Background: an optimization exercise with open tools, aiming at small area. Do not read the settings as production practice. RTL that was checked went through simulation tests only; none was proved equivalent to the original. The RTL of runs 1 to 3, 5 and 6 was laid out without a check of its function. Power figures rest on the tool's default switching activity, not on a simulated workload.

$ cat flow/design.v
module csi2_rx_core
(
  input                 clk_i,
  input                 rst_i,
  input                 enable_i,
  input  [15 : 0]       byte_data_i,
  input  [1 : 0]        hs_data_valid_i,
  output logic          header_err_o,
  output logic          corr_header_err_o,
  output logic          crc_err_o,
  output logic          frame_start_o,
  output logic          frame_end_o,
  output logic [39 : 0] px_tdata_o,
  output logic          px_tvalid_o,
  output logic          px_tlast_o
);
localparam bit [7 : 0] SYNC_PATTERN = 8'b10111000;
logic phy_rst;
logic [1 : 0] hs_d1;
logic [1 : 0] hs_d2;
logic         en_d1;
logic         en_d2;
always_ff @( posedge clk_i, posedge rst_i )
  if( rst_i )
    begin
      hs_d1 <= '0;
      hs_d2 <= '0;
      en_d1 <= 1'b0;
      en_d2 <= 1'b0;
    end
  else
    begin
      hs_d1 <= hs_data_valid_i;
      hs_d2 <= hs_d1;
      en_d1 <= enable_i;
      en_d2 <= en_d1;
    end
logic [1 : 0][7 : 0] ub_d1;
logic [1 : 0][7 : 0] ub_d2;
logic [1 : 0][7 : 0] ba_byte;
logic [1 : 0][2 : 0] ba_shift;
logic [1 : 0]        ba_done;
logic [1 : 0]        ba_valid;
logic [1 : 0][2 : 0] ba_offs;
logic [1 : 0]        ba_found;
logic [1 : 0]        ba_lock;
logic                reset_align;
always_comb
  for( int l = 0; l < 2; l++ )
    begin
      ba_offs[l]  = 3'd0;
      ba_found[l] = 1'b0;
      for( int i = 7; i >= 0; i-- )
        if( 8'( { ub_d1[l], ub_d2[l] } >> i ) == SYNC_PATTERN )
          begin
            ba_offs[l]  = 3'( i );
            ba_found[l] = 1'b1;
          end
      ba_lock[l] = !ba_done[l] && ba_found[l] && hs_d2[l];
    end
always_ff @( posedge clk_i )
  for( int l = 0; l < 2; l++ )
    begin
      ub_d1[l]   <= byte_data_i[l * 8 +: 8];
      ub_d2[l]   <= ub_d1[l];
      ba_byte[l] <= 8'( { ub_d1[l], ub_d2[l] } >> ba_shift[l] );
      if( ba_lock[l] )
        ba_shift[l] <= ba_offs[l];
    end
always_ff @( posedge clk_i, posedge rst_i )
  if( rst_i )
    begin
      ba_done  <= '0;
      ba_valid <= '0;
    end
  else
    for( int l = 0; l < 2; l++ )
      begin
        if( ba_lock[l] )
          ba_done[l] <= 1'b1;
        else
          if( reset_align )
            ba_done[l] <= 1'b0;
        ba_valid[l] <= !reset_align && hs_d2[l] && ba_done[l];
      end
logic [1 : 0][7 : 0] wd1;
logic [1 : 0][7 : 0] wd2;
logic [1 : 0][7 : 0] wd3;
logic [1 : 0][7 : 0] wa_word;
logic [1 : 0]        vd1;
logic [1 : 0]        vd2;
logic [1 : 0]        vd3;
logic [1 : 0][1 : 0] sel_reg;
logic [1 : 0][1 : 0] sel;
logic                wa_valid;
logic                all_valid;
assign all_valid   = &vd1;
assign reset_align = phy_rst || ( |( vd1 & vd2 & vd3 ) && !all_valid );
always_comb
  for( int l = 0; l < 2; l++ )
    if( all_valid && !wa_valid )
      sel[l] = vd3[l] ? 2'd2 : vd2[l] ? 2'd1 : 2'd0;
    else
      sel[l] = sel_reg[l];
always_ff @( posedge clk_i )
  begin
    wd1     <= ba_byte;
    wd2     <= wd1;
    wd3     <= wd2;
    sel_reg <= sel;
    for( int l = 0; l < 2; l++ )
      wa_word[l] <= sel[l][1] ? wd3[l] : sel[l][0] ? wd2[l] : wd1[l];
  end
always_ff @( posedge clk_i, posedge rst_i )
  if( rst_i )
    begin
      vd1      <= '0;
      vd2      <= '0;
      vd3      <= '0;
      wa_valid <= 1'b0;
    end
  else
    begin
      vd1 <= ba_valid;
      vd2 <= vd1;
      vd3 <= vd2;
      if( phy_rst )
        wa_valid <= 1'b0;
      else
        if( all_valid && &ba_valid )
          wa_valid <= 1'b1;
    end
logic          map_hi;
logic [31 : 0] map_data;
logic          map_valid;
always_ff @( posedge clk_i )
  map_data <= { wa_word, map_data[31 : 16] };
always_ff @( posedge clk_i, posedge rst_i )
  if( rst_i )
    begin
      map_hi    <= 1'b0;
      map_valid <= 1'b0;
    end
  else
    begin
      if( phy_rst )
        map_hi <= 1'b0;
      else
        if( wa_valid )
          map_hi <= !map_hi;
      map_valid <= map_hi && wa_valid && !phy_rst;
    end
logic [31 : 0] hdr_word;
logic          hdr_valid_d;
logic          hdr_passed;
logic          hdr_flip;
logic          hdr_valid;
logic          hdr_first;
logic [5 : 0]  parity;
logic [5 : 0]  syndrome;
logic [23 : 0] err_mask;
logic          correctable;
logic [31 : 0] word_c;
logic          pkt_error;
localparam bit [143 : 0] ERR_SYNDROME = {
  6'd59, 6'd55, 6'd47, 6'd31, 6'd56, 6'd52, 6'd50, 6'd49,
  6'd44, 6'd42, 6'd41, 6'd38, 6'd37, 6'd35, 6'd28, 6'd26,
  6'd25, 6'd22, 6'd21, 6'd19, 6'd14, 6'd13, 6'd11, 6'd7 };
always_comb
  begin
    parity[0] = hdr_word[0]  ^ hdr_word[1]  ^ hdr_word[2]  ^ hdr_word[4]  ^ hdr_word[5]  ^
                hdr_word[7]  ^ hdr_word[10] ^ hdr_word[11] ^ hdr_word[13] ^ hdr_word[16] ^
                hdr_word[20] ^ hdr_word[21] ^ hdr_word[22] ^ hdr_word[23];
    parity[1] = hdr_word[0]  ^ hdr_word[1]  ^ hdr_word[3]  ^ hdr_word[4]  ^ hdr_word[6]  ^
                hdr_word[8]  ^ hdr_word[10] ^ hdr_word[12] ^ hdr_word[14] ^ hdr_word[17] ^
                hdr_word[20] ^ hdr_word[21] ^ hdr_word[22] ^ hdr_word[23];
    parity[2] = hdr_word[0]  ^ hdr_word[2]  ^ hdr_word[3]  ^ hdr_word[5]  ^ hdr_word[6]  ^
                hdr_word[9]  ^ hdr_word[11] ^ hdr_word[12] ^ hdr_word[15] ^ hdr_word[18] ^
                hdr_word[20] ^ hdr_word[21] ^ hdr_word[22];
    parity[3] = hdr_word[1]  ^ hdr_word[2]  ^ hdr_word[3]  ^ hdr_word[7]  ^ hdr_word[8]  ^
                hdr_word[9]  ^ hdr_word[13] ^ hdr_word[14] ^ hdr_word[15] ^ hdr_word[19] ^
                hdr_word[20] ^ hdr_word[21] ^ hdr_word[23];
    parity[4] = hdr_word[4]  ^ hdr_word[5]  ^ hdr_word[6]  ^ hdr_word[7]  ^ hdr_word[8]  ^
                hdr_word[9]  ^ hdr_word[16] ^ hdr_word[17] ^ hdr_word[18] ^ hdr_word[19] ^
                hdr_word[20] ^ hdr_word[22] ^ hdr_word[23];
    parity[5] = hdr_word[10] ^ hdr_word[11] ^ hdr_word[12] ^ hdr_word[13] ^ hdr_word[14] ^
                hdr_word[15] ^ hdr_word[16] ^ hdr_word[17] ^ hdr_word[18] ^ hdr_word[19] ^
                hdr_word[21] ^ hdr_word[22] ^ hdr_word[23];
  end
assign syndrome = parity ^ hdr_word[29 : 24];
always_comb
  for( int i = 0; i < 24; i++ )
    err_mask[i] = syndrome == ERR_SYNDROME[i * 6 +: 6];
assign correctable = |err_mask;
assign hdr_first   = hdr_valid_d && !hdr_passed && !phy_rst;
assign word_c      = { hdr_word[31 : 24],
                       hdr_word[23 : 0] ^ ( hdr_flip ? err_mask : 24'd0 ) };
assign pkt_error   = header_err_o && !corr_header_err_o;
always_ff @( posedge clk_i )
  begin
    if( map_valid )
      hdr_word <= map_data;
    hdr_flip <= hdr_first && correctable;
  end
always_ff @( posedge clk_i, posedge rst_i )
  if( rst_i )
    begin
      hdr_valid_d       <= 1'b0;
      hdr_passed        <= 1'b0;
      hdr_valid         <= 1'b0;
      header_err_o      <= 1'b0;
      corr_header_err_o <= 1'b0;
    end
  else
    if( phy_rst )
      begin
        hdr_valid_d       <= 1'b0;
        hdr_passed        <= 1'b0;
        hdr_valid         <= 1'b0;
        header_err_o      <= 1'b0;
        corr_header_err_o <= 1'b0;
      end
    else
      begin
        hdr_valid_d <= map_valid;
        hdr_valid   <= hdr_valid_d;
        if( hdr_first )
          begin
            hdr_passed <= 1'b1;
            if( syndrome != 6'd0 )
              header_err_o <= 1'b1;
            if( correctable )
              corr_header_err_o <= 1'b1;
          end
      end
logic          ax_running;
logic          ax_disable;
logic [15 : 0] ax_cnt;
logic          ax_tvalid;
logic          ax_tlast;
logic [1 : 0]  ax_strb;
logic [31 : 0] ax_data;
logic          ax_header;
logic          ax_long;
logic          ax_short;
logic          ax_last;
logic          ax_take;
assign ax_header = hdr_valid && !pkt_error && !ax_running;
assign ax_long   = ax_header && ( word_c[5 : 4] != 2'd0 );
assign ax_short  = ax_header && ( word_c[5 : 4] == 2'd0 );
assign ax_last   = ax_running &&
                   ( hdr_valid ? ( ( ax_cnt[15 : 2] == 14'd0 && ax_cnt[1 : 0] != 2'd3 ) ||
                                   &ax_cnt[15 : 1] )
                               : ( ax_cnt == 16'hfffe ) );
assign ax_take   = ax_header || ax_running && hdr_valid;
assign phy_rst   = ax_short || ax_last || pkt_error || ax_disable;
always_ff @( posedge clk_i )
  begin
    if( ax_long )
      ax_cnt <= word_c[23 : 8];
    else
      if( hdr_valid )
        ax_cnt[15 : 2] <= ax_cnt[15 : 2] - 1'b1;
    if( ax_take )
      ax_data <= word_c;
    ax_strb <= ax_last ? ax_cnt[1 : 0] + 1'b1 : 2'd3;
  end
always_ff @( posedge clk_i, posedge rst_i )
  if( rst_i )
    begin
      ax_running <= 1'b0;
      ax_disable <= 1'b0;
      ax_tvalid  <= 1'b0;
      ax_tlast   <= 1'b0;
    end
  else
    begin
      if( ax_long )
        ax_running <= 1'b1;
      else
        if( phy_rst )
          ax_running <= 1'b0;
      if( ( !ax_running && !ax_header || ax_last ) && !en_d2 )
        ax_disable <= 1'b1;
      else
        if( en_d2 )
          ax_disable <= 1'b0;
      ax_tvalid <= ax_take;
      ax_tlast  <= ax_short || ax_last;
    end
logic          crc_run;
logic          crc_eop_d1;
logic [15 : 0] crc;
logic [4 : 0][15 : 0] crc_b;
logic          crc_eop;
logic          crc_bad;
function automatic logic [15 : 0] crc_step( input logic [15 : 0] c, input logic [7 : 0] b );
  logic [15 : 0] r;
  r = c;
  for( int i = 0; i < 8; i++ )
    r = ( r >> 1 ) ^ ( ( r[0] ^ b[i] ) ? 16'h8408 : 16'h0 );
  crc_step = r;
endfunction
assign crc_b[0] = crc;
assign crc_b[1] = crc_step( crc_b[0], ax_data[7 : 0]   );
assign crc_b[2] = crc_step( crc_b[1], ax_data[15 : 8]  );
assign crc_b[3] = crc_step( crc_b[2], ax_data[23 : 16] );
assign crc_b[4] = crc_step( crc_b[3], ax_data[31 : 24] );
assign crc_eop = ax_tlast && crc_run;
always_comb
  case( ax_strb )
    2'd0:    crc_bad = crc_b[1] != 16'd0;
    2'd1:    crc_bad = crc_b[2] != 16'd0;
    2'd2:    crc_bad = crc_b[3] != 16'd0;
    default: crc_bad = crc_b[4] != 16'd0;
  endcase
always_ff @( posedge clk_i, posedge rst_i )
  if( rst_i )
    begin
      crc_run    <= 1'b0;
      crc_eop_d1 <= 1'b0;
      crc        <= 16'hffff;
      crc_err_o  <= 1'b0;
    end
  else
    begin
      if( !crc_run && ax_tvalid && ax_data[7 : 0] > 8'hf )
        crc_run <= 1'b1;
      else
        if( crc_run && ax_tvalid && ax_tlast )
          crc_run <= 1'b0;
      crc_eop_d1 <= crc_eop;
      if( crc_eop_d1 )
        crc <= 16'hffff;
      else
        if( ax_tvalid && crc_run )
          crc <= crc_b[4];
      crc_err_o <= crc_eop && ax_tvalid && crc_bad;
    end
localparam bit [1 : 0] IDLE_S = 2'd0;
localparam bit [1 : 0] RUN_S  = 2'd1;
localparam bit [1 : 0] IGN_S  = 2'd2;
logic [1 : 0]  pl_state;
logic [13 : 0] pl_left;
logic          pl_inf;
logic          pl_ign;
logic          pl_tvalid;
logic          pl_tlast;
logic          pl_start;
logic          pl_done;
assign pl_start = pl_state == IDLE_S && ax_tvalid && ax_data[5 : 0] == 6'h2b;
assign pl_done  = !pl_inf && pl_left == 14'd0;
always_ff @( posedge clk_i )
  if( pl_start )
    begin
      pl_left <= ax_data[23 : 10] + ( ax_data[9 : 8] != 2'd0 );
      pl_inf  <= &ax_data[23 : 10] && ax_data[9 : 8] != 2'd0;
      pl_ign  <= ax_data[9] == ax_data[8];
    end
  else
    if( ax_tvalid )
      pl_left <= pl_left - 1'b1;
always_ff @( posedge clk_i, posedge rst_i )
  if( rst_i )
    begin
      pl_state      <= IDLE_S;
      frame_start_o <= 1'b0;
      frame_end_o   <= 1'b0;
      pl_tvalid     <= 1'b0;
      pl_tlast      <= 1'b0;
    end
  else
    begin
      case( pl_state )
        IDLE_S:
          if( pl_start )
            pl_state <= RUN_S;
        RUN_S:
          if( pl_done )
            pl_state <= pl_ign ? IGN_S : IDLE_S;
        IGN_S:
          if( ax_tvalid )
            pl_state <= IDLE_S;
        default:
          pl_state <= pl_state;
      endcase
      if( ax_tvalid )
        begin
          frame_start_o <= pl_state == IDLE_S && ax_data[5 : 0] == 6'h00;
          frame_end_o   <= pl_state == IDLE_S && ax_data[5 : 0] == 6'h01;
        end
      pl_tvalid <= pl_state == RUN_S && ax_tvalid && !pl_done;
      pl_tlast  <= pl_state == RUN_S && ax_tvalid && !pl_inf && pl_left == 14'd1;
    end
localparam bit [2 : 0] G1_S = 3'd0;
localparam bit [2 : 0] G2_S = 3'd1;
localparam bit [2 : 0] G3_S = 3'd2;
localparam bit [2 : 0] G4_S = 3'd3;
localparam bit [2 : 0] G5_S = 3'd4;
logic [2 : 0]  gb_state;
logic [31 : 8] gb_prev;
always_ff @( posedge clk_i )
  if( pl_tvalid )
    gb_prev <= ax_data[31 : 8];
always_ff @( posedge clk_i, posedge rst_i )
  if( rst_i )
    begin
      gb_state    <= G1_S;
      px_tdata_o  <= '0;
      px_tvalid_o <= 1'b0;
      px_tlast_o  <= 1'b0;
    end
  else
    begin
      px_tvalid_o <= gb_state != G1_S && pl_tvalid;
      if( pl_tvalid )
        begin
          px_tlast_o <= pl_tlast;
          case( gb_state )
            G1_S:
              begin
                px_tdata_o[31 : 0] <= ax_data;
                if( !pl_tlast )
                  gb_state <= G2_S;
              end
            G2_S:
              begin
                px_tdata_o[39 : 32] <= ax_data[7 : 0];
                gb_state <= pl_tlast ? G1_S : G3_S;
              end
            G3_S:
              begin
                px_tdata_o <= { ax_data[15 : 0], gb_prev[31 : 8] };
                gb_state <= pl_tlast ? G1_S : G4_S;
              end
            G4_S:
              begin
                px_tdata_o <= { ax_data[23 : 0], gb_prev[31 : 16] };
                gb_state <= pl_tlast ? G1_S : G5_S;
              end
            G5_S:
              begin
                px_tdata_o <= { ax_data[31 : 0], gb_prev[31 : 24] };
                gb_state <= G1_S;
              end
            default:
              gb_state <= gb_state;
          endcase
        end
    end
endmodule
$ cat flow/config.mk
export PLATFORM = sky130hd
export DESIGN_NAME = csi2_rx_core
export DESIGN_NICKNAME = csi2_rx_core
export VERILOG_FILES = /design/flow/design.v
export SDC_FILE = /design/flow/constraint.sdc
export NUM_CORES = 4
export LEC_CHECK = 0
export CAP_MARGIN = 20
export CORE_MARGIN = 2
export CORE_UTILIZATION = 40
export CTS_BUF_LIST = sky130_fd_sc_hd__clkbuf_4
export SLEW_MARGIN = 20
$ cat flow/constraint.sdc
create_clock -name core_clock -period 5.0 [get_ports {clk_i}]
set_input_delay 1.0000 -clock core_clock [delete_from_list [all_inputs] [get_ports {clk_i}]]
set_output_delay 1.0000 -clock core_clock [all_outputs]
set_load 0.01 [all_outputs]
$ cat flow/run.sh
#!/bin/bash
# synth_recipe.tcl (not shown) runs the flow's synth.tcl, then flattens the netlist and writes it again
# the make line also repeats each setting of config.mk as NAME=value (left out here)
make -C /OpenROAD-flow-scripts/flow DESIGN_CONFIG=/design/flow/config.mk WORK_HOME=/design/flow/orfs CLKGATE_MAP_FILE= SYNTH_SCRIPT=/design/flow/synth_recipe.tcl finish
==> metrics.csv, run 1 <==
stage,metric,value,unit
synth,synth_enable_flop_cells,126,
global_route,grt_usage,18.20,%
global_route,grt_pass1_wl,63.07,mm
worst_setup_path,critPathBufInv,1,
drt,via_per_inst,5.156,
worst_setup_path,cp.depth,10,
sta,fin_skew,0.07480,ns
finish,fin_nets,1656,
sta,finalSetupTns,0,ns
drt,num_vias,11540,
finish,drive_gt1_share,15.14,%
sta,period_share,79.44,%
synth,ys_async_sr_fraction,26.13,%
worst_setup_path,r2r_cells,10,
die,initial_utilization,40.75,%
finish,post-route-util,46.73,%
worst_setup_path,cp.required,5.50,ns
power,pwr-share-comb,1.5,%
die,io_pins,68,
sta,setup_ws,1.028,ns
synth,syn-num-nets,1537,
worst_hold_path,hold_class,flip-flop to flip-flop,
sta,max_freq,251.8,MHz
power,p_sw,1327,uW
drt,ant_nets,0,
synth,avgSynthCellArea,11.43,um2
clock_network,cts_hold_repair.buffers,0,
power,cellLeakagePower,0.007743,uW
global_route,gr-total-overflow,0,
placed_design,place.port_buffers,67,
sta,slew_viol_final,0,
die,chipWidth,211.2,um
drt,remaining_drc_errors,0,
sta,rsz0062_at_grt,false,
clock_network,clock-root-buffer,clkbuf_4,
die,dieArea,44600,um2
global_route,antenna_found_initial,2,
sta,hold_viol_final,0,
power,p_seq_share,54.5,%
global_route,grt_max_degree,65,
die,die_y,211.2,um
worst_setup_path,cp-end-kind,flip-flop,
status,status,no timing/DRC/antenna violations,
synth,yosys_warnings,1,
worst_setup_path,path_cells,xnor3_1 -> xnor3_2 -> nand2b_1 -> mux2_2 -> a211o_1 -> a21o_1 -> a211oi_2 -> and2b_1 -> buf_4 -> mux2_4,
power,p_per_area,304.6,nW/um2
drt,drt-initial-drc-count,687,
clock_network,htreeDepth,3,
finish,fillCellCount,3909,
sta,period_minus_slack,3.972,ns
power,power_switching_share,22.12,%
power,pwr-share-clk,43.9,%
sta,relSlewSlack,33.24,%
clock_network,post-cts-setup-buffers,0,
clock_network,cts_buffers,97,
die,core_area,42130,um2
worst_setup_path,cp_slowest_cell,xnor3_2,
power,peakVddDrop,0.0002217,V
worst_setup_path,crit_arrival,4.47,ns
synth,synthFlopType,dfxtp_1,
synth,seq_area_frac_synth,54.04,%
placed_design,dp.final_hpwl,28.18,mm
power,p_int,4671,uW
drt,wl_per_cell,17.80,um
sta,hold_ws,0.2881,ns
clock_network,clkSinkCount,375,
synth,syn_area,17170,um2
worst_setup_path,worst-path-max-fanout,10,
clock_network,clock_path_buffers,3,
sta,setup_viol,0,
worst_setup_path,cpPeakStageDelay,0.55,ns
drt,wl,39.84,mm
clock_network,cts_resized,0,
placed_design,place_congestion,0.8752,
finish,top_register,px_tdata_o,
synth,synth_cell_types,80,
clock_network,clk_pin_slew,0.07,ns
clock_network,clkLatencyLatePin,0.79,ns
finish,largest_reg_flops,40,
placed_design,pre_cts_ws,1.052,ns
worst_hold_path,whs_path_depth,0,
worst_setup_path,worstSetupStartpointType,flip-flop,
synth,synth.ff_latch_count,375,
drt,firstDrtPassIters,5,
sta,tightest_slew,0.9977,ns
die,rows,75,
flow_run,drv_cap,0,
clock_network,cts_tree,built,
global_route,first_global_vias,11560,
synth,syn_inst,1502,
finish,syn2layout_area_growth,14.66,%
worst_setup_path,crit_type,flip-flop to flip-flop,
worst_setup_path,cp_top_family,XOR/XNOR gates,
## synthesized netlist by cell type (all sizes together) (3+ instances only)
| library cell | number | share of area (%) |
|---|---|---|
| dfxtp | 151 | 18 |
| nand2 | 141 | 3.1 |
| nor2 | 131 | 2.9 |
| edfxtp | 126 | 22 |
| xnor2 | 108 | 6.5 |
| mux2i | 87 | 5.1 |
| dfrtp | 82 | 12 |
| o21ai | 81 | 2.4 |
| xor2 | 77 | 4.3 |
| a21oi | 69 | 2.0 |
| clkbuf | 51 | 1.1 |
| nor3 | 46 | 1.4 |
| inv | 36 | 0.79 |
| nand3 | 31 | 0.90 |
| mux2 | 24 | 1.7 |
| o221ai | 23 | 1.2 |
| xnor3 | 23 | 3.1 |
| buf | 19 | 0.59 |
| a221oi | 18 | 0.92 |
| dfstp | 16 | 2.4 |
| ha | 14 | 1.0 |
| nor4 | 10 | 0.36 |
| nor4bb | 10 | 0.58 |
| nand2b | 8 | 0.34 |
| or2 | 8 | 0.29 |
| and2 | 7 | 0.26 |
| nand4 | 7 | 0.26 |
| nand3b | 6 | 0.26 |
| nor3b | 6 | 0.26 |
| or3 | 6 | 0.22 |
| a22oi | 5 | 0.22 |
| a31oi | 5 | 0.18 |
| nor4b | 5 | 0.26 |
| xor3 | 5 | 0.70 |
| and3 | 4 | 0.15 |
| and4b | 4 | 0.23 |
| o22a | 4 | 0.20 |
| or4 | 4 | 0.17 |
| a21o | 3 | 0.13 |
| a32oi | 3 | 0.15 |
| and4 | 3 | 0.15 |
| nor2b | 3 | 0.11 |
| o21a | 3 | 0.13 |
| o21bai | 3 | 0.13 |
| o31ai | 3 | 0.13 |
## power by group through the flow
stage               registers (uW)  clock network [uW]  logic [uW]
floorplan                     3320                   0        61.1
global placement              3340                   0        91.5
detailed placement            3340                   0        93.1
CTS                           3270                2740        93.7
global route                  3280                2910         105
finish                        3270                2640        91.4
## path summary, 6_finish.rpt
kind                         endpoint   startpoint  slack, ns
max in group asynchronous      crc[2]        rst_i       3.22
hold reg to reg                wd1[2]   ba_byte[2]       0.29
min in group asynchronous      vd3[1]        rst_i       0.72
setup / recovery           ax_cnt[12]  hdr_word[1]       1.03
setup reg to reg           ax_cnt[12]  hdr_word[1]       1.03
hold / removal                 wd1[2]   ba_byte[2]       0.29
## layout by cell type (no fill, tap or decap), types with 7 or more instances in the layout
| cell | instances |
|---|---|
| xor2_1 | 72 |
| nor4bb_1 | 10 |
| clkinv_1 | 21 |
| edfxtp_1 | 126 |
| a221oi_1 | 18 |
| nand4_1 | 7 |
| nor3_1 | 44 |
| nand3_1 | 31 |
| or2_2 | 7 |
| mux2_4 | 8 |
| dfxtp_1 | 151 |
| xnor2_1 | 94 |
| nand2_1 | 141 |
| ha_1 | 14 |
| mux2i_1 | 86 |
| xnor3_1 | 16 |
| o221ai_1 | 23 |
| clkbuf_4 | 147 |
| dfstp_2 | 16 |
| o21ai_0 | 79 |
| buf_4 | 23 |
| a21oi_1 | 67 |
| dfrtp_1 | 81 |
| clkdlybuf4s50_1 | 67 |
| nor2_1 | 131 |
| inv_1 | 35 |
| xnor3_2 | 7 |
| nor4_1 | 10 |
| nand2b_1 | 7 |
| mux2_2 | 10 |
| xnor2_2 | 8 |
## stage by stage
step / cell area [um2] / total power (uW) / cells
finish: 19690 / 5998 / 2238
floorplan: 17170 / 3379 / 1502
detailed placement: 18400 / 3430 / 2061
CTS: 19670 / 6110 / 2236
global route: 19690 / 6291 / 2238
global placement: 18400 / 3427 / 2061
## cells by family (layout without fill, tap and decap cells)
group	count (synthesis)	in the layout	synth area share [%]
AND/OR/NAND/NOR	443	443	12.29
adder cells (fa/ha/maj)	14	14	1.020
multiplexers	111	111	6.820
XOR/XNOR	213	213	14.62
AO/OA/AOI/OAI	238	238	8.671
buffers and inverters	108	303	2.536
flip-flops	375	375	54.04
other	0	2	0
## metal layers
metal	wire, um	vias up	track usage [%]
met5	0	-	0
met4	924	0	6.751
met3	2222	72	4.579
met2	19640	336	31.25
li1	-	5612	-
met1	17060	5520	22.04
## final cells by class
type	instances	area (um2)	share of cell area, %
diodes	2	5.005	0.02542
multi-input cells	1019	7472	37.95
flip-flops and latches	375	9280	47.13
clock inverters	28	165.2	0.8388
clock buffers	147	1104	5.605
inverters	38	145.1	0.7372
repair buffers	90	843.3	4.283
well taps	539	674.4	3.425
==> inputs of run 2 (changes only) <==
--- a/flow/config.mk
+++ b/flow/config.mk
@@ -10,3 +10,4 @@
 export CORE_UTILIZATION = 40
-export CTS_BUF_LIST = sky130_fd_sc_hd__clkbuf_4
+export CTS_BUF_LIST = sky130_fd_sc_hd__clkbuf_2
+export CTS_CLUSTER_SIZE = 20
 export SLEW_MARGIN = 20
==> run 2 against run 1 <==
  * Register-to-register slack about the same
  * Via count down 0.56%
  * Routed wire length shrank 0.71%
  * Largest power group unchanged
  * First-iteration DRC count up 13%
  * Clock skew increased by 0.035 ns
  * Maximum frequency decreased by 0.31%
  * Die area did not move
  * Critical path type unchanged
  * Global-route usage decreased by 0.13 points
  * Flip-flop and latch count unchanged
==> metrics.csv, run 2 <==
stage,metric,value,unit,change
synth,yosys_warnings,1,,unchanged
finish,seq_area,9280,um2,unchanged
clock_network,clkSinkCount,375,,unchanged
die,chipWidth,211.2,um,unchanged
sta,relSlewSlack,33.41,%,+0.17 points
worst_setup_path,cp.required,5.72,ns,+0.22 ns
clock_network,post-cts-setup-buffers,0,,unchanged
synth,syn-num-nets,1537,,unchanged
synth,synth.area.top_cells,"edfxtp_1, dfxtp_1, dfrtp_1",,
worst_setup_path,worstSetupEndpoint,ax_cnt[12],,
synth,yosysTopAreaCell,edfxtp_1,,
placed_design,dp.final_hpwl,28.18,mm,unchanged
drt,num_vias,11480,,-0.56%
drt,drt-initial-drc-count,777,,+13%
clock_network,cts_resized,0,,unchanged
sta,hold_viol_final,0,,unchanged
worst_setup_path,r2r_cells,10,,unchanged
synth,synth_cell_types,80,,unchanged
synth,synth_enable_flop_cells,126,,unchanged
power,p_per_area,279.7,nW/um2,-8.2%
status,status,no timing/DRC/antenna violations,,
placed_design,place_congestion,0.8752,,unchanged
sta,finalSetupTns,0,ns,unchanged
finish,final_common_cell,dfxtp_1,,
worst_setup_path,r2r_end,ax_cnt[12],,
placed_design,pre_cts_ws,1.052,ns,unchanged
clock_network,cts_hold_repair.buffers,0,,unchanged
global_route,first_global_vias,11500,,-0.47%
worst_setup_path,reg2reg_from,hdr_word[21],,
worst_hold_path,hold_class,flip-flop to flip-flop,,
synth,syn_inst,1502,,unchanged
global_route,grt_max_degree,65,,unchanged
power,peakVddDrop,0.0001963,V,-11%
synth,synthDominantCellAreaShare,22.03,%,unchanged
worst_setup_path,crit_arrival,4.70,ns,+0.23 ns
finish,fillCellCount,3946,,+0.95%
worst_setup_path,crit_path_start,hdr_word[21],,
drt,wl,39.56,mm,-0.71%
clock_network,htreeDepth,3,,unchanged
clock_network,clkLatencyLatePin,1.00,ns,+0.21 ns
drt,wl_per_cell,17.66,um,-0.79%
placed_design,place.port_buffers,67,,unchanged
sta,tightest_slew,0.9951,ns,-0.002549 ns
clock_network,clk_pin_slew,0.10,ns,+0.03 ns
drt,via_per_inst,5.123,,-0.65%
worst_setup_path,crit_type,flip-flop to flip-flop,,
die,dieArea,44600,um2,unchanged
global_route,gr-total-overflow,0,,unchanged
finish,final_area,19310,um2,-1.9%
finish,final_cell_mix,"dfxtp_1, clkbuf_2, nand2_1, nor2_1, edfxtp_1",,
finish,top_register,px_tdata_o,,
clock_network,clock_path_buffers,3,,unchanged
sta,fin_skew,0.1095,ns,+0.03473 ns
synth,avgSynthCellArea,11.43,um2,unchanged
sta,rsz0062_at_grt,false,,
worst_setup_path,r2r_setup_slack,1.02,ns,about the same
synth,ys_async_sr_fraction,26.13,%,unchanged
sta,setup_viol,0,,unchanged
synth,seq_area_frac_synth,54.04,%,unchanged
synth,synthFlopType,dfxtp_1,,
synth,synth.ff_latch_count,375,,unchanged
finish,largest_reg_flops,40,,unchanged
finish,syn2layout_area_growth,12.44,%,
clock_network,clock-root-buffer,clkbuf_2,,
worst_hold_path,worstHoldStart,wd1[13],,
sta,period_share,79.69,%,+0.25 points
sta,slew_viol_final,0,,unchanged
drt,remaining_drc_errors,0,,unchanged
power,cellLeakagePower,0.007672,uW,-0.91%
sta,period_minus_slack,3.984,ns,+0.01250 ns
synth,synth.most_common_cell,dfxtp_1,,
sta,setup_ws,1.016,ns,-0.01250 ns
placed_design,place_area,18400,um2,unchanged
die,initial_utilization,40.75,%,unchanged
sta,max_freq,251.0,MHz,-0.31%
flow_run,drv_cap,0,,unchanged
drt,firstDrtPassIters,5,,unchanged
worst_setup_path,cp-end-kind,flip-flop,,
clock_network,cts_buffers,97,,unchanged
global_route,grt_pass1_wl,62.67,mm,-0.65%
worst_setup_path,worst-path-max-fanout,10,,unchanged
die,rows,75,,unchanged
die,io_pins,68,,unchanged
drt,ant_nets,0,,unchanged
clock_network,cts_tree,built,,
synth,syn_area,17170,um2,unchanged
finish,fin_nets,1656,,unchanged
worst_setup_path,worstSetupStartpointType,flip-flop,,
die,core_area,42130,um2,unchanged
global_route,antenna_found_initial,2,,unchanged
global_route,grt_usage,18.07,%,-0.13 points
synth,synthTopCellsByCount,"dfxtp_1, nand2_1, nor2_1, edfxtp_1, xnor2_1",,
die,die_y,211.2,um,unchanged
finish,drive_gt1_share,15.08,%,-0.068 points
finish,multi_input_area,7472,um2,unchanged
run 2: metrics by stage:
stage	total power [uW]	cells	util (%)	hold WS (ns)
floorplan	3379	1502	-	0.3096
global placement	3427	2061	43.67	0.3100
detailed placement	3430	2061	43.68	0.3121
CTS	5512	2237	45.78	0.2748
global route	5693	2239	45.82	0.2933
finish	5400	2240	45.82	0.2703
run 2: cells by family after synthesis:
family | Yosys count | synth area share, %
compound gates | 238 | 8.671
buf+inv | 108 | 2.536
simple gates | 443 | 12.29
flops | 375 | 54.04
fa+ha+maj | 14 | 1.020
mux | 111 | 6.820
xor+xnor | 213 | 14.62
run 2: area by class of cell:
| cell class | count | share of cell area (%) |
|---|---|---|
| flip-flops and latches | 375 | 48.07 |
| multi-input cells | 1019 | 38.70 |
| repair buffers | 90 | 4.368 |
| clock buffers | 147 | 3.811 |
| well taps | 539 | 3.493 |
| clock inverters | 29 | 0.7712 |
| inverters | 38 | 0.7517 |
| diodes | 3 | 0.03888 |
run 2: worst min path at each step:
stage	to	cells after the start
floorplan	map_data[16]	0
global placement	wd1[8]	0
detailed placement	wd1[11]	0
CTS	wd2[13]	0
global route	wd2[13]	0
finish	wd2[13]	0
run 2: routing by layer:
layer | share of wire [%] | global-route usage [%] | up-vias | wire [um]
met3 | 5.2 | 4.193 | 69 | 2057
met4 | 2.3 | 6.508 | 0 | 899
met5 | 0 | 0 | - | 0
met1 | 43 | 22.16 | 5489 | 17160
li1 | - | - | 5615 | -
met2 | 49 | 31.08 | 302 | 19450
run 2: power breakdown:
group	switching, uW	leakage (uW)	internal [uW]
sequential	42.1	0.00360	3230
clock	1240	0.000678	801
combinational	47.7	0.00339	43.6
run 2: critical path, cell delays in order, from the launching register on:
cell	delay, ns
edfxtp_1	0.52
xor3_2	0.50
xnor3_1	0.48
nand2b_1	0.14
mux2_2	0.31
a211o_1	0.29
a21o_1	0.21
a211oi_2	0.24
and2b_1	0.39
buf_4	0.29
mux2_4	0.32
==> inputs of run 3 (changes only) <==
--- a/flow/config.mk
+++ b/flow/config.mk
@@ -10,4 +10,3 @@
 export CORE_UTILIZATION = 40
-export CTS_BUF_LIST = sky130_fd_sc_hd__clkbuf_2
-export CTS_CLUSTER_SIZE = 20
+export CTS_BUF_LIST = sky130_fd_sc_hd__clkbuf_8
 export SLEW_MARGIN = 20
==> run 3 against run 2 <==
  * Clock power grew 28%
  * Non-clock buffer count is the same
  * Combinational power is essentially flat
  * Sequential share of layout area shrank 0.84 points
  * Die area is the same
  * Global-route usage shrank 0.094 points
==> metrics.csv, run 3 <==
stage,metric,value,unit,change
worst_setup_path,crit_type,flip-flop to flip-flop,,
global_route,grt_pass1_wl,62.20,mm,-0.75%
clock_network,clk_pin_slew,0.07,ns,-0.03 ns
power,p_seq_share,54.7,%,-5.8 points
power,peakVddDrop,0.0003105,V,+58%
power,p_per_area,304.7,nW/um2,+8.9%
sta,hold_viol_final,0,,unchanged
clock_network,cts_tree,built,,
clock_network,clock-root-buffer,clkbuf_8,,
power,power_switching_share,21.65,%,-3.0 points
finish,fillCellCount,3866,,-2.0%
worst_hold_path,hold_class,flip-flop to flip-flop,,
synth,synth.most_common_cell,dfxtp_1,,
finish,final_cell_mix,"dfxtp_1, nand2_1, nor2_1, edfxtp_1, xnor2_1",,
worst_setup_path,path_cells,xnor3_1 -> xnor3_2 -> nand2b_1 -> mux2_2 -> a211o_1 -> a21o_1 -> a211oi_2 -> and2b_1 -> buf_4 -> mux2_4,,
synth,synth.area.top_cells,"edfxtp_1, dfxtp_1, dfrtp_1",,
power,pwr-share-comb,1.5,%,-0.2 points
die,dieArea,44600,um2,unchanged
global_route,antenna_found_initial,0,,-2
power,p_int,4692,uW,+15%
placed_design,dp.final_hpwl,28.18,mm,unchanged
synth,synth_enable_flop_cells,126,,unchanged
die,initial_utilization,40.75,%,unchanged
worst_setup_path,r2r_setup_slack,1.03,ns,about the same
clock_network,cts_resized,0,,unchanged
synth,yosys_warnings,1,,unchanged
finish,final_common_cell,dfxtp_1,,
drt,via_per_inst,5.191,,+1.3%
flow_run,drv_cap,0,,unchanged
die,io_pins,68,,unchanged
clock_network,clkSinkCount,375,,unchanged
worst_setup_path,worstSetupEndpoint,ax_cnt[12],,
synth,syn_inst,1502,,unchanged
synth,synth.ff_latch_count,375,,unchanged
drt,num_vias,11290,,-1.6%
finish,top_register,px_tdata_o,,
synth,syn-num-nets,1537,,unchanged
sta,period_minus_slack,3.972,ns,-0.01236 ns
worst_setup_path,critPathBufInv,1,,unchanged
sta,slew_viol_final,0,,unchanged
worst_setup_path,reg2reg_from,hdr_word[1],,
die,chipWidth,211.2,um,unchanged
clock_network,cts_hold_repair.buffers,0,,unchanged
worst_setup_path,r2r_cells,10,,unchanged
worst_setup_path,cpPeakStageDelay,0.54,ns,+0.02 ns
sta,period_share,79.44,%,-0.25 points
finish,drive_gt1_share,11.43,%,-3.6 points
placed_design,pre_cts_ws,1.052,ns,unchanged
clock_network,htreeDepth,2,,-1
synth,synthDominantCellAreaShare,22.03,%,unchanged
finish,multi_input_area,7472,um2,unchanged
worst_setup_path,crit_arrival,4.37,ns,-0.33 ns
finish,largest_reg_flops,40,,unchanged
finish,seq_area,9280,um2,unchanged
worst_setup_path,r2r_end,ax_cnt[12],,
worst_setup_path,worst-path-max-fanout,10,,unchanged
worst_setup_path,cp_slowest_cell,xnor3_2,,
clock_network,clkLatencyLatePin,0.67,ns,-0.33 ns
power,p_sw,1296,uW,-2.5%
clock_network,cts_buffers,61,,-37%
drt,drt-initial-drc-count,834,,+7.3%
drt,remaining_drc_errors,0,,unchanged
sta,rsz0062_at_grt,false,,
worst_setup_path,cp.depth,10,,unchanged
sta,fin_skew,0.03091,ns,-0.07862 ns
worst_setup_path,cp.required,5.39,ns,-0.33 ns
synth,synth_cell_types,80,,unchanged
worst_setup_path,crit_path_start,hdr_word[1],,
sta,setup_ws,1.028,ns,+0.01236 ns
power,pwr-share-clk,43.8,%,+6.0 points
synth,synthTopCellsByCount,"dfxtp_1, nand2_1, nor2_1, edfxtp_1, xnor2_1",,
synth,syn_area,17170,um2,unchanged
placed_design,place.port_buffers,67,,unchanged
power,cellLeakagePower,0.007739,uW,+0.87%
die,rows,75,,unchanged
drt,ant_nets,0,,unchanged
clock_network,clock_path_buffers,3,,unchanged
finish,syn2layout_area_growth,14.45,%,
worst_setup_path,cp-end-kind,flip-flop,,
finish,antenna_cells,0,,-3
synth,avgSynthCellArea,11.43,um2,unchanged
clock_network,post-cts-setup-buffers,0,,unchanged
global_route,first_global_vias,11200,,-2.6%
drt,wl_per_cell,18.15,um,+2.7%
sta,max_freq,251.8,MHz,+0.31%
worst_setup_path,worstSetupStartpointType,flip-flop,,
die,die_y,211.2,um,unchanged
global_route,gr-total-overflow,0,,unchanged
placed_design,place_congestion,0.8752,,unchanged
die,core_area,42130,um2,unchanged
synth,seq_area_frac_synth,54.04,%,unchanged
sta,tightest_slew,0.9938,ns,-0.001253 ns
global_route,grt_usage,17.98,%,-0.094 points
worst_setup_path,cp_top_family,XOR/XNOR gates,,
drt,wl,39.47,mm,-0.24%
sta,relSlewSlack,33.50,%,+0.084 points
sta,setup_viol,0,,unchanged
drt,firstDrtPassIters,5,,unchanged
sta,finalSetupTns,0,ns,unchanged
synth,synthFlopType,dfxtp_1,,
status,status,no timing/DRC/antenna violations,,
synth,yosysTopAreaCell,edfxtp_1,,
global_route,grt_max_degree,65,,unchanged
synth,ys_async_sr_fraction,26.13,%,unchanged
finish,fin_nets,1620,,-2.2%
## run 3: worst min path at each step
| stage | startpoint | end | cells after the start |
|---|---|---|---|
| after floorplan | wa_word[0] | map_data[16] | 0 |
| after detailed placement | ba_byte[11] | wd1[11] | 0 |
| after global routing | wa_word[15] | map_data[31] | 0 |
| final | ba_byte[2] | wd1[2] | 0 |
| after global placement | ba_byte[8] | wd1[8] | 0 |
| after CTS | ba_byte[2] | wd1[2] | 0 |
## run 3: layout make-up
type | instances | share of cell area [%]
inverter | 38 | 0.7385
clock inverter | 42 | 1.254
multi-input combinational | 1019 | 38.02
sequential | 375 | 47.22
clock buffer | 72 | 5.042
timing repair buffer | 90 | 4.291
tap | 539 | 3.432
## run 3: metal layers
metal | up-vias | track usage (%) | wire length (um)
li1 | 5487 | - | -
met3 | 77 | 3.197 | 1919
met2 | 275 | 30.58 | 19250
met5 | - | 0 | 0
met1 | 5452 | 22.61 | 17160
met4 | 0 | 7.382 | 1134
## run 3: metrics by stage
stage | hold WS [ns] | power, uW | cell area [um2] | std cells | utilization (%)
final | 0.3187 | 5988 | 19650 | 2175 | 46.64
after global routing | 0.3264 | 6244 | 19650 | 2175 | 46.64
after CTS | 0.3231 | 6089 | 19640 | 2175 | 46.62
after detailed placement | 0.3121 | 3430 | 18400 | 2061 | 43.68
after global placement | 0.3100 | 3427 | 18400 | 2061 | 43.67
after floorplan | 0.3096 | 3379 | 17170 | 1502 | -
## run 3: cell families (layout without fill, tap and decap cells)
| group | after synthesis | count (layout) | synth area share, % |
|---|---|---|---|
| xor gates and xnor gates | 213 | 213 | 14.62 |
| DFF | 375 | 375 | 54.04 |
| muxes | 111 | 111 | 6.820 |
| buffers and inverters | 108 | 242 | 2.536 |
| AOI/OAI and AO/OA | 238 | 238 | 8.671 |
| adders and majority gates | 14 | 14 | 1.020 |
| and+or+nand+nor | 443 | 443 | 12.29 |
## run 3: power by group through the flow
stage	sequential (uW)	clock, uW	combinational, uW
global route	3280	2860	105
finish	3270	2620	91.4
floorplan	3320	0	61.1
detailed placement	3340	0	93.1
global placement	3340	0	91.5
CTS	3280	2720	93.8
==> inputs of run 4 (changes only) <==
--- a/flow/design.v
+++ b/flow/design.v
@@ -136,3 +136,6 @@
 always_ff @( posedge clk_i )
-  map_data <= { wa_word, map_data[31 : 16] };
+  if( map_hi )
+    map_data[31 : 16] <= wa_word;
+  else
+    map_data[15 : 0]  <= wa_word;
 always_ff @( posedge clk_i, posedge rst_i )
--- a/flow/config.mk
+++ b/flow/config.mk
@@ -10,3 +10,2 @@
 export CORE_UTILIZATION = 40
-export CTS_BUF_LIST = sky130_fd_sc_hd__clkbuf_8
 export SLEW_MARGIN = 20
==> run 4 against run 3 <==
  * Worst hold slack improved by 0.0046 ns
  * Total power is 9.0% higher
  * Sequential power is essentially flat
  * Register-to-register slack worse by 0.18 ns
  * Critical path depth is 1 lower
  * Synthesized cell count is 1.9% lower
  * Via count down 0.96%
  * Routed wire length rose by 2.1%
  * Flip-flop and latch count stayed put
  * Count of clock-buffer cells in the layout is 21 lower
  * Clock skew grew 0.013 ns
  * Area after synthesis grew 0.85%
==> metrics.csv, run 4 <==
stage,metric,value,unit,change
die,initial_utilization,40.38,%,-0.38 points
drt,wl_met2,19.92,mm,+3.5%
synth,synthAdderAreaFrac,1.012,%,-0.0086 points
power,p_per_area,326.4,nW/um2,+7.1%
power,power_switching_share,20.75,%,-0.89 points
worst_setup_path,path_cells,xor2_1 -> xnor3_2 -> xor2_1 -> nand3_1 -> and2_4 -> or4_1 -> nand2_1 -> o21a_1 -> mux2_2,,
synth,yosysTopAreaCell,edfxtp_1,,
worst_hold_path,hold_class,flip-flop to flip-flop,,
die,chipWidth,212.1,um,+0.41%
synth,synth.ff_latch_count,375,,unchanged
synth,synthTopCellsByCount,"edfxtp_1, nor2_1, dfxtp_1, nand2_1, xnor2_1",,
synth,seq_area_frac_synth,55.43,%,+1.4 points
global_route,grt_usage,18.11,%,+0.14 points
sta,period_minus_slack,4.153,ns,+0.1807 ns
sta,fin_skew,0.04357,ns,+0.01266 ns
drt,wl_met1,17.58,mm,+2.4%
clock_network,cts_buffers,41,,-33%
synth,ys_async_sr_fraction,26.13,%,unchanged
power,peakVddDrop,0.0003466,V,+12%
die,die_y,212.1,um,+0.41%
finish,drive_gt1_share,10.99,%,-0.44 points
finish,syn2layout_area_growth,15.53,%,
finish,final_cells,2150,,-1.1%
synth,syn_inst,1473,,-1.9%
worst_setup_path,crit_type,flip-flop to flip-flop,,
drt,ant_nets,0,,unchanged
flow_run,drv_cap,0,,unchanged
sta,slew_viol_final,0,,unchanged
global_route,grt_max_degree,56,,-14%
synth,synth.most_common_cell,edfxtp_1,,
worst_setup_path,path_common_cell,xor2_1,,
sta,hold_viol_final,0,,unchanged
synth,avgSynthCellArea,11.76,um2,+2.8%
synth,synth.area.top_cells,"edfxtp_1, dfxtp_1, dfrtp_1",,
clock_network,post-cts-setup-buffers,0,,unchanged
power,p_seq_share,50.6,%,-4.1 points
clock_network,htreeDepth,2,,unchanged
finish,final_cell_mix,"edfxtp_1, nor2_1, dfxtp_1, nand2_1, xnor2_1",,
synth,synthMuxAreaShare,6.698,%,-0.12 points
worst_setup_path,crit_arrival,4.44,ns,+0.07 ns
finish,fin_nets,1567,,-3.3%
clock_network,clock-root-buffer,clkbuf_16,,
global_route,grt_pass1_wl,62.48,mm,+0.46%
clock_network,cts_resized,0,,unchanged
power,p_int,5174,uW,+10%
sta,rsz0062_at_grt,false,,
drt,remaining_drc_errors,0,,unchanged
power,pwr-share-clk,48.0,%,+4.2 points
drt,via_per_inst,5.201,,+0.20%
finish,antenna_cells,0,,unchanged
synth,yosys_warnings,1,,unchanged
drt,top_layer,met4,,
sta,hold_ws,0.3234,ns,+0.004641 ns
drt,wl,40.30,mm,+2.1%
synth,synth_cell_types,73,,-8.8%
worst_setup_path,cp_slowest_cell,o21a_1,,
worst_setup_path,cp-end-kind,flip-flop,,
synth,synth_compound_area_share,8.880,%,+0.21 points
drt,firstDrtPassIters,5,,unchanged
finish,final_common_cell,edfxtp_1,,
synth,synthDominantCellAreaShare,27.40,%,+5.4 points
worst_setup_path,worst-path-max-fanout,16,,+6
die,io_pins,68,,unchanged
power,p_sw,1355,uW,+4.5%
global_route,first_global_vias,10970,,-2.1%
worst_setup_path,worstSetupStartpointType,flip-flop,,
sta,period_share,83.06,%,+3.6 points
finish,top_register,px_tdata_o,,
drt,wl_met3,1.901,mm,-0.94%
drt,num_vias,11180,,-0.96%
synth,synth_enable_flop_cells,158,,+25%
synth,synth_simple_gate_area_share,11.65,%,-0.64 points
drt,drt-initial-drc-count,865,,+3.7%
global_route,gr-total-overflow,0,,unchanged
synth,syn_area,17320,um2,+0.85%
power,pwr-share-comb,1.4,%,about the same
placed_design,place.port_buffers,67,,unchanged
placed_design,placedCellCount,2074,,+0.63%
sta,max_freq,240.8,MHz,-4.4%
synth,synth_top_family_by_area,XOR/XNOR gates,,
clock_network,clkSinkCount,375,,unchanged
die,core_area,42890,um2,+1.8%
placed_design,place_congestion,0.8799,,+0.54%
global_route,antenna_found_initial,0,,unchanged
clock_network,clkLatencyLatePin,0.58,ns,-0.09 ns
die,dieArea,44970,um2,+0.83%
sta,finalSetupTns,0,ns,unchanged
placed_design,dp.final_hpwl,28.96,mm,+2.8%
worst_setup_path,cpPeakStageDelay,0.71,ns,+0.17 ns
clock_network,clk_pin_slew,0.06,ns,about the same
clock_network,cts_tree,built,,
synth,syn-num-nets,1508,,-1.9%
synth,synthFlopType,edfxtp_1,,
die,rows,76,,+1.3%
synth,synth_xor_area_share,13.61,%,-1.0 points
worst_setup_path,cp.required,5.29,ns,-0.10 ns
clock_network,cts_hold_repair.buffers,0,,unchanged
power,cellLeakagePower,0.007710,uW,-0.38%
sta,setup_viol,0,,unchanged
status,status,no timing/DRC/antenna violations,,
drt,wl_per_cell,18.74,um,+3.3%
sta,relSlewSlack,36.11,%,+2.6 points
sta,tightest_slew,0.9561,ns,-0.03775 ns
clock_network,clock_path_buffers,3,,unchanged
finish,largest_reg_flops,40,,unchanged
run 4: cell types whose count changed after synthesis, sizes merged, moves of 6 or more:
cell	previous run	this run
a21oi	69	58
a221oi	18	43
and3	4	12
dfxtp	151	119
edfxtp	126	158
inv	36	42
nand2	141	112
nor3	46	34
o21ai	81	72
o221ai	23	3
o22a	4	17
run 4: cells by family (layout without fill, tap and decap cells):
| kind of cell | count (synthesis) | count (layout) |
|---|---|---|
| and+or+nand+nor | 417 | 417 |
| DFF | 375 | 375 |
| AOI/OAI and AO/OA | 235 | 235 |
| xor gates and xnor gates | 209 | 209 |
| buffers and inverters | 113 | 205 |
| muxes | 110 | 110 |
| adders and majority gates | 14 | 14 |
run 4: worst paths after layout:
| kind | from | end | slack (ns) | cells after the start |
|---|---|---|---|---|
| min reg2reg | ba_byte[9] | wd1[9] | 0.32 | 0 |
| min | ba_byte[9] | wd1[9] | 0.32 | 0 |
| max in group asynchronous | rst_i | ax_running | 3.16 | 3 |
| max reg2reg | hdr_word[22] | ax_cnt[15] | 0.85 | 9 |
| min in group asynchronous | rst_i | px_tdata_o[35] | 0.92 | 2 |
| max | hdr_word[22] | ax_cnt[15] | 0.85 | 9 |
run 4: critical path, delay by kind of cell (launching register included):
family | cells | cell delay [ns]
AO/OA/AOI/OAI | 1 | 0.71
XOR/XNOR | 3 | 1.31
flip-flops | 1 | 0.46
multiplexers | 1 | 0.42
AND/OR/NAND/NOR | 4 | 0.96
run 4: layer usage:
metal,global-route usage [%],vias up
li1,-,5408
met1,23.16,5439
met2,31.34,279
met3,2.925,57
met4,5.852,0
met5,0,-
run 4: layout make-up:
cell class	count	area (um2)
clock buffer	51	1119
clock inverter	25	312.8
fill	3924	22880
inverter	44	167.7
multi-input combinational	985	7269
sequential	375	9600
tap	585	732.0
timing repair buffer	85	805.8
run 4: power groups by stage:
stage	Clock, uW	Combinational (uW)	Sequential (uW)
6_report	3130	92.3	3300
5_1_grt	3340	106	3310
4_1_cts	3220	94.9	3300
3_5_place_dp	0	94.1	3370
3_3_place_gp	0	92.6	3370
2_1_floorplan	0	61.5	3350
run 4: through the flow:
stage	area (um2)	power, uW	util, %	worst slack [ns]
after floorplan	17320	3409	-	1.464
after global placement	18560	3458	43.28	0.9834
after detailed placement	18570	3462	43.30	0.9155
after CTS	20000	6618	46.63	0.8568
after global routing	20010	6757	46.65	0.6278
final	20010	6530	46.65	0.8472
==> inputs of run 5 (changes only) <==
--- a/flow/design.v
+++ b/flow/design.v
@@ -136,6 +136,3 @@
 always_ff @( posedge clk_i )
-  if( map_hi )
-    map_data[31 : 16] <= wa_word;
-  else
-    map_data[15 : 0]  <= wa_word;
+  map_data <= { wa_word, map_data[31 : 16] };
 always_ff @( posedge clk_i, posedge rst_i )
@@ -266,4 +263,5 @@
         ax_cnt[15 : 2] <= ax_cnt[15 : 2] - 1'b1;
-    if( ax_take )
+    if( hdr_valid )
       ax_data <= word_c;
+    ax_tlast <= ax_short || ax_last;
     ax_strb <= ax_last ? ax_cnt[1 : 0] + 1'b1 : 2'd3;
@@ -276,3 +274,2 @@
       ax_tvalid  <= 1'b0;
-      ax_tlast   <= 1'b0;
     end
@@ -291,3 +288,2 @@
       ax_tvalid <= ax_take;
-      ax_tlast  <= ax_short || ax_last;
     end
@@ -319,2 +315,11 @@
   endcase
+always_ff @( posedge clk_i )
+  begin
+    crc_eop_d1 <= crc_eop;
+    if( crc_eop_d1 || !crc_run )
+      crc <= 16'hffff;
+    else
+      if( ax_tvalid )
+        crc <= crc_b[4];
+  end
 always_ff @( posedge clk_i, posedge rst_i )
@@ -322,6 +327,4 @@
     begin
-      crc_run    <= 1'b0;
-      crc_eop_d1 <= 1'b0;
-      crc        <= 16'hffff;
-      crc_err_o  <= 1'b0;
+      crc_run   <= 1'b0;
+      crc_err_o <= 1'b0;
     end
@@ -334,8 +337,2 @@
           crc_run <= 1'b0;
-      crc_eop_d1 <= crc_eop;
-      if( crc_eop_d1 )
-        crc <= 16'hffff;
-      else
-        if( ax_tvalid && crc_run )
-          crc <= crc_b[4];
       crc_err_o <= crc_eop && ax_tvalid && crc_bad;
@@ -349,2 +346,3 @@
 logic          pl_ign;
+logic          pl_rem;
 logic          pl_tvalid;
@@ -354,3 +352,6 @@
 assign pl_start = pl_state == IDLE_S && ax_tvalid && ax_data[5 : 0] == 6'h2b;
-assign pl_done  = !pl_inf && pl_left == 14'd0;
+assign pl_done  = !pl_inf && pl_left == ( pl_rem ? 14'h3fff : 14'd0 );
+always_ff @( posedge clk_i )
+  pl_tlast <= pl_state == RUN_S && ax_tvalid && !pl_inf &&
+              pl_left == ( pl_rem ? 14'd0 : 14'd1 );
 always_ff @( posedge clk_i )
@@ -358,3 +359,4 @@
     begin
-      pl_left <= ax_data[23 : 10] + ( ax_data[9 : 8] != 2'd0 );
+      pl_left <= ax_data[23 : 10];
+      pl_rem  <= ax_data[9 : 8] != 2'd0;
       pl_inf  <= &ax_data[23 : 10] && ax_data[9 : 8] != 2'd0;
@@ -372,3 +374,2 @@
       pl_tvalid     <= 1'b0;
-      pl_tlast      <= 1'b0;
     end
@@ -395,3 +396,2 @@
       pl_tvalid <= pl_state == RUN_S && ax_tvalid && !pl_done;
-      pl_tlast  <= pl_state == RUN_S && ax_tvalid && !pl_inf && pl_left == 14'd1;
     end
--- a/flow/config.mk
+++ b/flow/config.mk
@@ -10,2 +10,5 @@
 export CORE_UTILIZATION = 40
+export CTS_BUF_LIST = sky130_fd_sc_hd__clkbuf_8
+export CTS_CLUSTER_DIAMETER = 60
+export CTS_CLUSTER_SIZE = 16
 export SLEW_MARGIN = 20
==> run 5 against run 4 <==
  * First-iteration DRC count rose by 2.5%
  * Critical path depth did not move
  * Sequential power about the same
  * Sequential share of layout area grew 1.1 points
  * Count of clock-buffer cells in the layout is 14 lower
  * Register-to-register slack got worse by 0.24 ns
  * Clock skew decreased by 0.0039 ns
  * Non-clock buffer count rose by 8
  * Critical endpoint is now ba_valid[0]
  * Highest routed layer is now met5
==> metrics.csv, run 5 <==
stage,metric,value,unit,change
finish,top_register,px_tdata_o,,
synth,synth_cell_types,72,,-1.4%
finish,post-route-util,45.01,%,-1.6 points
power,p_per_area,276.6,nW/um2,-15%
power,power,5186,uW,-21%
synth,synthDominantCellAreaShare,22.74,%,-4.7 points
clock_network,htreeDepth,2,,unchanged
drt,remaining_drc_errors,0,,unchanged
drt,num_vias,11180,,-0.036%
drt,wl,39.09,mm,-3.0%
sta,period_minus_slack,4.397,ns,+0.2440 ns
clock_network,cts_buffers,35,,-15%
worst_setup_path,reg2reg_from,hdr_word[22],,
power,peakVddDrop,0.0002584,V,-25%
die,chipWidth,208.8,um,-1.6%
sta,period_share,87.93,%,+4.9 points
worst_setup_path,r2r_cells,9,,unchanged
placed_design,dp.final_hpwl,28.20,mm,-2.6%
global_route,grt_usage,18.18,%,+0.069 points
clock_network,clock_path_buffers,3,,unchanged
finish,seq_area,9196,um2,-4.2%
synth,syn_area,16770,um2,-3.2%
worst_setup_path,cp.required,5.55,ns,+0.26 ns
synth,synth.ff_latch_count,376,,+0.27%
die,dieArea,43580,um2,-3.1%
finish,final_common_cell,dfxtp_1,,
finish,fin_nets,1582,,+0.96%
finish,syn2layout_area_growth,11.81,%,
drt,firstDrtPassIters,7,,+2
drt,drt-initial-drc-count,887,,+2.5%
synth,synth_enable_flop_cells,127,,-20%
finish,largest_reg_flops,40,,unchanged
placed_design,place_congestion,0.8874,,+0.85%
synth,yosys_warnings,1,,unchanged
clock_network,clkSinkCount,376,,+0.27%
clock_network,cts_tree,built,,
global_route,grt_max_degree,65,,+16%
synth,syn-num-nets,1523,,+0.99%
drt,via_per_inst,5.283,,+1.6%
worst_setup_path,r2r_setup_slack,0.60,ns,-0.24 ns
sta,max_freq,227.4,MHz,-5.5%
die,core_area,41670,um2,-2.8%
worst_hold_path,whs_path_depth,0,,unchanged
placed_design,placedCellCount,2052,,-1.1%
global_route,first_global_vias,10850,,-1.1%
flow_run,drv_cap,0,,unchanged
worst_setup_path,r2r_end,ba_valid[0],,
finish,final_cells,2116,,-1.6%
sta,fin_skew,0.03967,ns,-0.003901 ns
synth,yosysTopAreaCell,edfxtp_1,,
clock_network,clk_pin_slew,0.10,ns,+0.04 ns
synth,avgSynthCellArea,11.25,um2,-4.3%
finish,fillCellCount,3957,,+0.84%
finish,multi_input_area,7181,um2,-1.2%
die,io_pins,68,,unchanged
sta,slew_viol_final,0,,unchanged
sta,relSlewSlack,34.23,%,-1.9 points
die,initial_utilization,40.25,%,-0.13 points
clock_network,post-cts-setup-buffers,0,,unchanged
worst_hold_path,worstHoldStart,ba_byte[14],,
placed_design,place.port_buffers,67,,unchanged
synth,synth.most_common_cell,dfxtp_1,,
global_route,antenna_found_initial,1,,+1
worst_hold_path,hold_path_end,wd1[14],,
sta,rsz0062_at_grt,false,,
finish,drive_gt1_share,7.736,%,-3.3 points
global_route,grt_pass1_wl,62.00,mm,-0.77%
drt,wl_per_cell,18.47,um,-1.5%
finish,final_cell_mix,"dfxtp_1, nand2_1, edfxtp_1, xnor2_1, nor2_1",,
clock_network,cts_resized,0,,unchanged
sta,finalSetupTns,0,ns,unchanged
status,status,no timing/DRC/antenna violations,,
synth,synthTopCellsByCount,"dfxtp_1, nand2_1, edfxtp_1, xnor2_1, nor2_1",,
die,rows,75,,-1.3%
sta,tightest_slew,0.9784,ns,+0.02226 ns
worst_setup_path,worstSetupStartpointType,flip-flop,,
clock_network,cts_hold_repair.buffers,0,,unchanged
die,die_y,208.8,um,-1.6%
synth,ys_async_sr_fraction,21.01,%,-5.1 points
worst_setup_path,cp-end-kind,flip-flop,,
synth,seq_area_frac_synth,54.82,%,-0.61 points
clock_network,clock-root-buffer,clkbuf_8,,
worst_setup_path,crit_type,flip-flop to flip-flop,,
sta,setup_viol,0,,unchanged
synth,synth.area.top_cells,"edfxtp_1, dfxtp_1, dfrtp_1",,
worst_setup_path,crit_arrival,4.94,ns,+0.50 ns
global_route,gr-total-overflow,0,,unchanged
power,cellLeakagePower,0.007317,uW,-5.1%
clock_network,clkLatencyLatePin,0.61,ns,+0.03 ns
drt,ant_nets,0,,unchanged
finish,antenna_cells,0,,unchanged
synth,synthFlopType,dfxtp_1,,
sta,hold_viol_final,0,,unchanged
synth,syn_inst,1491,,+1.2%
worst_setup_path,worst-path-max-fanout,13,,-3
worst_hold_path,hold_class,flip-flop to flip-flop,,
-- run 5: per-layer routing --
layer  global-route usage (%)  up-vias  routed length (um)
met5                        0        -                  13
met4                    6.478        2                1095
met3                    3.847       70                2123
li1                         -     5436                   -
met1                    23.61     5358               17210
met2                    30.09      313               18640
-- run 5: kinds of logic after synthesis --
logic type	Yosys count	share of synthesized area [%]
muxes	117	7.147
adders and majority gates	11	0.8206
AOI/OAI and AO/OA	237	8.908
and+or+nand+nor	432	12.49
buffers and inverters	109	2.507
xor gates and xnor gates	209	13.31
DFF	376	54.82
-- run 5: critical path: stages, from the launching register on --
cell	delay, ns
edfxtp_1	0.50
xnor3_1	0.44
xor2_1	0.28
xor2_1	0.74
nand3_1	0.25
a222oi_1	0.37
xor2_1	0.44
nor4_1	0.17
nor4_2	0.83
and4_1	0.30
-- run 5: area by class of cell --
cell class / instances / share of cell area (%)
clock inverter: 27 / 0.9675
sequential: 376 / 49.04
multi-input combinational: 1006 / 38.29
inverter: 38 / 0.7673
timing repair buffer: 93 / 4.617
clock buffer: 37 / 2.716
tap: 539 / 3.596
-- run 5: worst max path at each step --
stage	slack (ns)	start	cells past startpoint	to
final	0.60	hdr_word[22]	9	ba_valid[0]
after global routing	0.23	hdr_word[12]	9	ba_valid[1]
after CTS	0.64	hdr_word[22]	9	corr_header_err_o
after detailed placement	0.65	hdr_word[12]	9	ba_valid[0]
after global placement	0.75	hdr_word[22]	9	ba_valid[1]
after floorplan	1.38	hdr_word[6]	11	ax_cnt[10]
-- run 5: per-stage QoR --
stage / cell area (um2) / hold WS [ns] / setup WS, ns
floorplan: 16770 / 0.3096 / 1.381
global placement: 18040 / 0.3099 / 0.7542
detailed placement: 18050 / 0.3121 / 0.6519
CTS: 18740 / 0.3194 / 0.6420
global route: 18750 / 0.3306 / 0.2315
finish: 18750 / 0.3148 / 0.6033
-- run 5: power breakdown --
group	leakage, uW	switching [uW]	internal, uW	total, uW
combinational	0.00328	42.5	42.9	85.4
clock	0.000396	1090	733	1830
sequential	0.00364	42.5	3230	3270
==> inputs of run 6 (changes only) <==
--- a/flow/config.mk
+++ b/flow/config.mk
@@ -7,2 +7,3 @@
 export LEC_CHECK = 0
+export ABC_AREA = 1
 export CAP_MARGIN = 20
==> run 6 against run 5 <==
  * Worst hold slack better by 0.012 ns
  * Critical path depth is 14 higher
  * Routed wire length is 26% higher
  * Combinational power increased by 15%
  * Area after synthesis rose by 2.6%
  * Synthesized cell count is 30% higher
  * Final area up 2.2%
  * Critical path type unchanged
  * Largest cell class unchanged
  * Largest power group unchanged
==> metrics.csv, run 6 <==
stage,metric,value,unit,change
synth,yosysTopAreaCell,edfxtp_1,,
synth,synth_compound_area_share,10.06,%,+1.2 points
synth,seq_area_frac_synth,53.42,%,-1.4 points
synth,syn-num-nets,1966,,+29%
placed_design,place_congestion,0.9786,,+10%
clock_network,htreeDepth,2,,unchanged
synth,synthFlopType,dfxtp_1,,
clock_network,cts_hold_repair.buffers,0,,unchanged
finish,final_common_cell,nand2_1,,
placed_design,placedCellCount,2506,,+22%
sta,fin_skew,0.03482,ns,-0.004848 ns
finish,final_cell_mix,"nand2_1, inv_1, dfxtp_1, o21ai_0, nor2_1",,
placed_design,place_area,18440,um2,+2.2%
die,rows,75,,unchanged
drt,wl,49.39,mm,+26%
synth,synth_enable_flop_cells,127,,unchanged
worst_setup_path,crit_type,flip-flop to flip-flop,,
synth,synth.area.top_cells,"edfxtp_1, dfxtp_1, dfrtp_1",,
finish,fin_nets,2035,,+29%
synth,avgSynthCellArea,8.898,um2,-21%
finish,largest_reg_flops,40,,unchanged
drt,firstDrtPassIters,6,,-1
worst_setup_path,reg2reg_from,ax_data[1],,
drt,wl_per_cell,19.24,um,+4.2%
synth,yosys_warnings,1,,unchanged
placed_design,place.port_buffers,67,,unchanged
worst_setup_path,worstSetupStartpointType,flip-flop,,
clock_network,clock_path_buffers,3,,unchanged
sta,period_minus_slack,3.551,ns,-0.8457 ns
worst_hold_path,hold_class,flip-flop to flip-flop,,
clock_network,clkSinkCount,376,,unchanged
finish,final_area,19160,um2,+2.2%
die,dieArea,44700,um2,+2.6%
clock_network,post-cts-setup-buffers,0,,unchanged
global_route,antenna_found_initial,0,,-1
drt,ant_nets,0,,unchanged
clock_network,clk_pin_slew,0.10,ns,about the same
drt,remaining_drc_errors,0,,unchanged
sta,max_freq,281.6,MHz,+24%
sta,slew_viol_final,0,,unchanged
die,chipWidth,211.4,um,+1.3%
sta,rsz0062_at_grt,false,,
sta,setup_viol,0,,unchanged
die,die_y,211.4,um,+1.3%
finish,seq_area,9196,um2,unchanged
worst_setup_path,r2r_cells,23,,+14
synth,synthAdderAreaFrac,0.7998,%,-0.021 points
worst_hold_path,hold_path_end,map_data[27],,
die,core_area,42230,um2,+1.4%
flow_run,drv_cap,0,,unchanged
power,p_per_area,277.3,nW/um2,+0.25%
finish,post-route-util,45.37,%,+0.37 points
sta,relSlewSlack,39.85,%,+5.6 points
synth,syn_area,17210,um2,+2.6%
finish,antenna_cells,0,,unchanged
finish,top_register,px_tdata_o,,
synth,synthMuxAreaShare,0.7707,%,-6.4 points
status,status,no timing/DRC/antenna violations,,
worst_setup_path,crit_arrival,4.03,ns,-0.91 ns
die,initial_utilization,40.75,%,+0.50 points
die,io_pins,68,,unchanged
clock_network,cts_tree,built,,
synth,synth_top_family_by_area,simple AND/OR/NAND/NOR gates,,
sta,period_share,71.02,%,-17 points
synth,synth_simple_gate_area_share,22.74,%,+10 points
finish,multi_input_area,7077,um2,-1.4%
worst_setup_path,worst-path-max-fanout,8,,-5
worst_hold_path,whs_path_depth,0,,unchanged
global_route,grt_usage,22.41,%,+4.2 points
sta,finalSetupTns,0,ns,unchanged
worst_setup_path,cp-end-kind,flip-flop,,
## run 6: worst max path at each step
stage / cells past startpoint / end / startpoint
2_1_floorplan: 1 / ax_disable / rst_i
4_1_cts: 24 / crc_err_o / ax_data[0]
3_5_place_dp: 24 / crc_err_o / ax_data[0]
3_3_place_gp: 20 / crc_err_o / ax_data[2]
6_report: 23 / crc_err_o / ax_data[1]
5_1_grt: 23 / crc_err_o / ax_data[1]
## run 6: final cells by class
class	instances	area share, %
sequential	376	48.00
multi-input combinational	1318	36.93
timing repair buffer	79	3.970
inverter	194	3.840
tap	539	3.520
clock buffer	37	2.658
clock inverter	24	1.084
## run 6: metal layers
metal	vias up	routed length [um]	share of wire [%]	GRT usage, %
met2	460	22800	46	37.02
met1	6379	22140	45	29.96
li1	6613	-	-	-
met5	-	0	0	0
met3	112	2664	5.4	3.160
met4	0	1788	3.6	8.378
## run 6: worst max-delay path, stage by stage, from the launching register on
cell	delay, ns
edfxtp_1	0.51
inv_2	0.18
nand2_1	0.07
nand2_1	0.14
xor2_1	0.32
nand2_1	0.08
nand2_1	0.08
nand3_1	0.18
nand2_2	0.20
nand2_2	0.08
nand2_1	0.12
nand2_1	0.09
nand3_2	0.14
nand2_2	0.12
nand2_1	0.11
nand3_1	0.13
nand2_2	0.15
nand2_2	0.08
nand2_2	0.10
nand2_1	0.06
nand2_1	0.19
nand3_1	0.12
nor2_1	0.09
a21oi_1	0.07
## run 6: cells by family (layout without fill, tap and decap cells)
family          count (synthesis)  in the layout
mux                            13             13
fa+ha+maj                      11             11
buf+inv                       240            334
xor+xnor                      127            127
simple gates                  875            875
compound gates                292            292
flops                         376            376
## run 6: stage by stage
stage	setup slack [ns]	hold WS (ns)
CTS	1.467	0.3249
global placement	1.466	0.3114
global route	1.078	0.3331
floorplan	1.977	0.3096
detailed placement	1.503	0.3121
finish	1.449	0.3265
## run 6: power by group
part	internal (uW)	switching [uW]	leakage [uW]
combinational	40.0	58.5	0.00421
clock	832	1100	0.000410
sequential	3240	40.8	0.00358
total	4110	1200	0.00820

## afterwards: timing with drivers on the ports
In the flow no input, the clock included, has a driving cell. The finished layouts below were timed again as built, in two steps. Step 1 sets driving cells, clkbuf_16 on the clock port and buf_2 on the other inputs (assumed; they add their load-dependent delay and slew). Step 2 moves the port delays by t, midway between the first and last clock arrival at a register: inputs arrive t later, outputs are due t later. That takes back most of the time a late clock gives input paths. Slacks: no drivers / after step 1 / after step 2; pairs: no drivers / after step 1.
run	t (ns)	slack for setup (ns)	worst slew at a driven data input, ns
run 1	0.796	1.028 / 1.028 / 1.028	0.03
run 2	0.994	1.016 / 1.016 / 1.016	0.03
run 3	0.698	1.028 / 1.028 / 1.028	0.03
run 4	0.612	0.847 / 0.847 / 0.847	0.03
run 5	0.637	0.603 / 0.603 / 0.603	0.03
run 6	0.643	1.449 / 1.449 / 1.449	0.04
After both steps every run listed still meets setup and hold.
